Context: an optimization exercise on an open-source flow, tuned for a short achievable clock period. The choices shown serve that exercise and are no tape-out recipe.
RTL that was checked went through simulation tests only; none was proved equivalent to the original.
The clock input has no modelled driver; a real chip could not lean on it and would need a root buffer or a full tree.
Power figures rest on the tool's default switching activity, not on a simulated workload.

## alu
module alu(OPA, OPB, CIN, INP_VALID, CLK, RST, CMD, CE, MODE, COUT, OFLOW, RES, G, E, L, ERR);
For scale: ~49 I/O pins, roughly 12000 µm² of cells after synthesis.
==> flow/config.mk <==
export PLATFORM = sky130hd
export DESIGN_NAME = alu
export DESIGN_NICKNAME = alu
export VERILOG_FILES = /design/flow/design.v
export SDC_FILE = /design/flow/constraint.sdc
export NUM_CORES = 4
export LEC_CHECK = 0
export CAP_MARGIN = 20
export CORE_MARGIN = 2
export CORE_UTILIZATION = 40
export SLEW_MARGIN = 20
==> flow/constraint.sdc <==
create_clock -name core_clock -period 8.0 [get_ports {CLK}]
set_input_delay 1.6000 -clock core_clock [delete_from_list [all_inputs] [get_ports {CLK}]]
set_output_delay 1.6000 -clock core_clock [all_outputs]
set_load 0.01 [all_outputs]
standard.sh (not shown) runs the stock make flow with config.mk's settings and CLKGATE_MAP_FILE= SYNTH_SCRIPT=/design/flow/synth_recipe.tcl, a recipe that flattens the netlist after the stock synthesis.
==> flow/flow/run.sh <==
#!/bin/bash
# Standard ORFS flow (the standard.sh) with:
#  - the standard flow's synthesis script wrapped so that ABC uses flow/abc_speed.script, and no
#    full-adder cell extraction;
#  - input port buffers resized and a hand-built two-level clock tree
#    (flow/pre_cts.tcl, flow/manual_cts.tcl) in place of TritonCTS;
#  - repair_timing aiming well below the 8 ns constraint.
W=$(pwd)
export MY_FLOW_DIR=$W/flow
export MY_ABC_SCRIPT=$W/flow/abc_speed.script
export FLOW_SYNTH_TCL=$W/synth_recipe.tcl
export MCTS_NROOT=4
export MCTS_NLEAF=2
bash standard.sh SYNTH_SCRIPT=$W/flow/my_synth.tcl ADDER_MAP_FILE= ABC_CLOCK_PERIOD_IN_PS=1000 \
  PRE_CTS_TCL=$W/flow/pre_cts.tcl SETUP_SLACK_MARGIN=5.7 TNS_END_PERCENT=20 finish > flow_make.log 2>&1
==> flow/flow/abc_speed.script <==
strash
&get -n
&st
&if -g -K 6
&syn2
&if -g -K 6
&put
dch -f
map {D}
buffer
upsize {D}
dnsize {D}
stime -p
Other scripts of this flow, unchanged in this note and not shown: flow/flow/manual_cts.tcl, flow/flow/my_synth.tcl, flow/flow/pre_cts.tcl
==> next run, changes <==
--- a/flow/flow/run.sh
+++ b/flow/flow/run.sh
@@ -14,2 +14,2 @@
 bash standard.sh SYNTH_SCRIPT=$W/flow/my_synth.tcl ADDER_MAP_FILE= ABC_CLOCK_PERIOD_IN_PS=1000 \
-  PRE_CTS_TCL=$W/flow/pre_cts.tcl SETUP_SLACK_MARGIN=5.7 TNS_END_PERCENT=20 finish > flow_make.log 2>&1
+  PRE_CTS_TCL=$W/flow/pre_cts.tcl POST_CTS_TCL=$W/flow/post_cts.tcl SETUP_SLACK_MARGIN=5.7 finish > flow_make.log 2>&1
--- a/flow/flow/abc_speed.script
+++ b/flow/flow/abc_speed.script
@@ -3,2 +3,4 @@
 &st
+&if -g -K 6
+&syn2
 &if -g -K 6
==> flow/flow/post_cts.tcl (new file) <==
# End of ORFS's CTS step: size up the weakest logic cells (drive 0, low-power inverters)
# left by repair_timing, run one more round of timing repair, and legalize again.
foreach inst [get_cells *] {
  set m [get_property $inst ref_name]
  if {[regexp {^sky130_fd_sc_hd__([a-z0-9]+)_0$} $m -> base]} {
    catch { replace_cell $inst sky130_fd_sc_hd__${base}_1 }
  } elseif {[regexp {^sky130_fd_sc_hd__clkinvlp_([0-9]+)$} $m -> n]} {
    catch { replace_cell $inst sky130_fd_sc_hd__inv_$n }
  }
}
estimate_parasitics -placement
repair_timing_helper
detailed_placement
check_placement -verbose
Effect: The new run passed the timing, design-rule and antenna checks; power went up by 8.9%; cell area went up by 18%; final cell count went up by 5.2%; sequential power barely changes; via count went up by 5.3%; synthesized area went down by 0.64%; worst setup slack loses 0.025 ns.
In every run of this note, the design's own scripts or RTL, not TritonCTS, make the clock network.


alu, a different RTL version from the one above (not shown whole).
Size: about 1300 cells after synthesis, about 49 I/O pins.
==> flow/config.mk <==
export PLATFORM = sky130hd
export DESIGN_NAME = alu
export DESIGN_NICKNAME = alu
export VERILOG_FILES = /design/flow/design.v
export SDC_FILE = /design/flow/constraint.sdc
export NUM_CORES = 4
export LEC_CHECK = 0
export CAP_MARGIN = 20
export CORE_MARGIN = 2
export CORE_UTILIZATION = 40
export SLEW_MARGIN = 20
==> flow/constraint.sdc <==
create_clock -name core_clock -period 8.0 [get_ports {CLK}]
set_input_delay 1.6000 -clock core_clock [delete_from_list [all_inputs] [get_ports {CLK}]]
set_output_delay 1.6000 -clock core_clock [all_outputs]
set_load 0.01 [all_outputs]
==> flow/flow/run.sh <==
#!/bin/bash
# Standard ORFS flow with full-adder extraction off, a tight ABC delay target and
# repair_timing aiming well below the 8 ns constraint.
bash standard.sh ADDER_MAP_FILE= ABC_CLOCK_PERIOD_IN_PS=1000 SETUP_SLACK_MARGIN=5.6 finish > flow_make.log 2>&1
The first run ran to the end with no violations.
Rerun with:
==> flow/run.sh (new file) <==
#!/bin/bash
# synth_recipe.tcl (not shown) runs the flow's synth.tcl, then flattens the netlist and writes it again
# the make line also repeats each setting of config.mk as NAME=value (left out here)
make -C /OpenROAD-flow-scripts/flow DESIGN_CONFIG=/design/flow/config.mk WORK_HOME=/design/flow/orfs CLKGATE_MAP_FILE= SYNTH_SCRIPT=/design/flow/synth_recipe.tcl finish
--- a/flow/config.mk
+++ b/flow/config.mk
@@ -6,6 +6,8 @@
 export NUM_CORES = 4
 export LEC_CHECK = 0
+export ABC_CLOCK_PERIOD_IN_PS = 2500
 export CAP_MARGIN = 20
 export CORE_MARGIN = 2
 export CORE_UTILIZATION = 40
+export SETUP_SLACK_MARGIN = 5
 export SLEW_MARGIN = 20
removed: flow/flow/run.sh
removed: flow/standard.sh
The changed run passed the timing, design-rule and antenna checks.
Register-to-register slack gains 30 ps.
Critical path depth does not change.
Power fell by 5.9%.
Clock-buffer cell count is unchanged.
Sequential share of layout area increases by 1.3 points.
Final area falls by 6.9%.
Area after synthesis increases by 2.0%.
Via count came out lower by 14%.
Rerun with:
--- a/flow/config.mk
+++ b/flow/config.mk
@@ -6,8 +6,6 @@
 export NUM_CORES = 4
 export LEC_CHECK = 0
-export ABC_CLOCK_PERIOD_IN_PS = 2500
 export CAP_MARGIN = 20
 export CORE_MARGIN = 2
 export CORE_UTILIZATION = 40
-export SETUP_SLACK_MARGIN = 5
 export SLEW_MARGIN = 20
- clock power went down by about 2%
- cell area drops by 13%
- utilization is lower by 7.0 points
- setup slack is worse by 530 ps
- clock-buffer cell count went up by 1
- via count went down by 4.9%
No run of this note included a check of the RTL's function; only the layout flow was run.

## port drivers added, routing unchanged
In the flow no input, the clock included, has a driving cell. The finished layouts below were timed again as built, in two steps. Step 1, drivers: a clkbuf_16 drives CLK and a buf_2 each remaining input, both assumed. Step 2, shift: input delay + t, output delay - t, t = (earliest + latest rising clock arrival at the registers) / 2. This alone moves slack from input paths to output paths. Slacks: ideal ports / drivers / drivers and shift; pairs: ideal ports / drivers.
run | t (ns) | setup slack, ns | cell pins on the clock port's net
the first run of note 1 | 0.400 | 5.522 / 5.461 / 5.136 | 4
the second run of note 1 | 0.395 | 5.497 / 5.484 / 5.154 | 4
the first run of note 2 | 0.414 | 4.451 / 4.451 / 4.451 | 1
the second run of note 2 | 0.397 | 4.477 / 4.477 / 4.477 | 1
the third run of note 2 | 0.394 | 3.943 / 3.959 / 3.565 | 1
After both steps setup and hold are still met in every run listed. The setup slack of the first run of note 1, which loses most, moves by -0.061 ns with the drivers and by -0.386 ns with both steps.
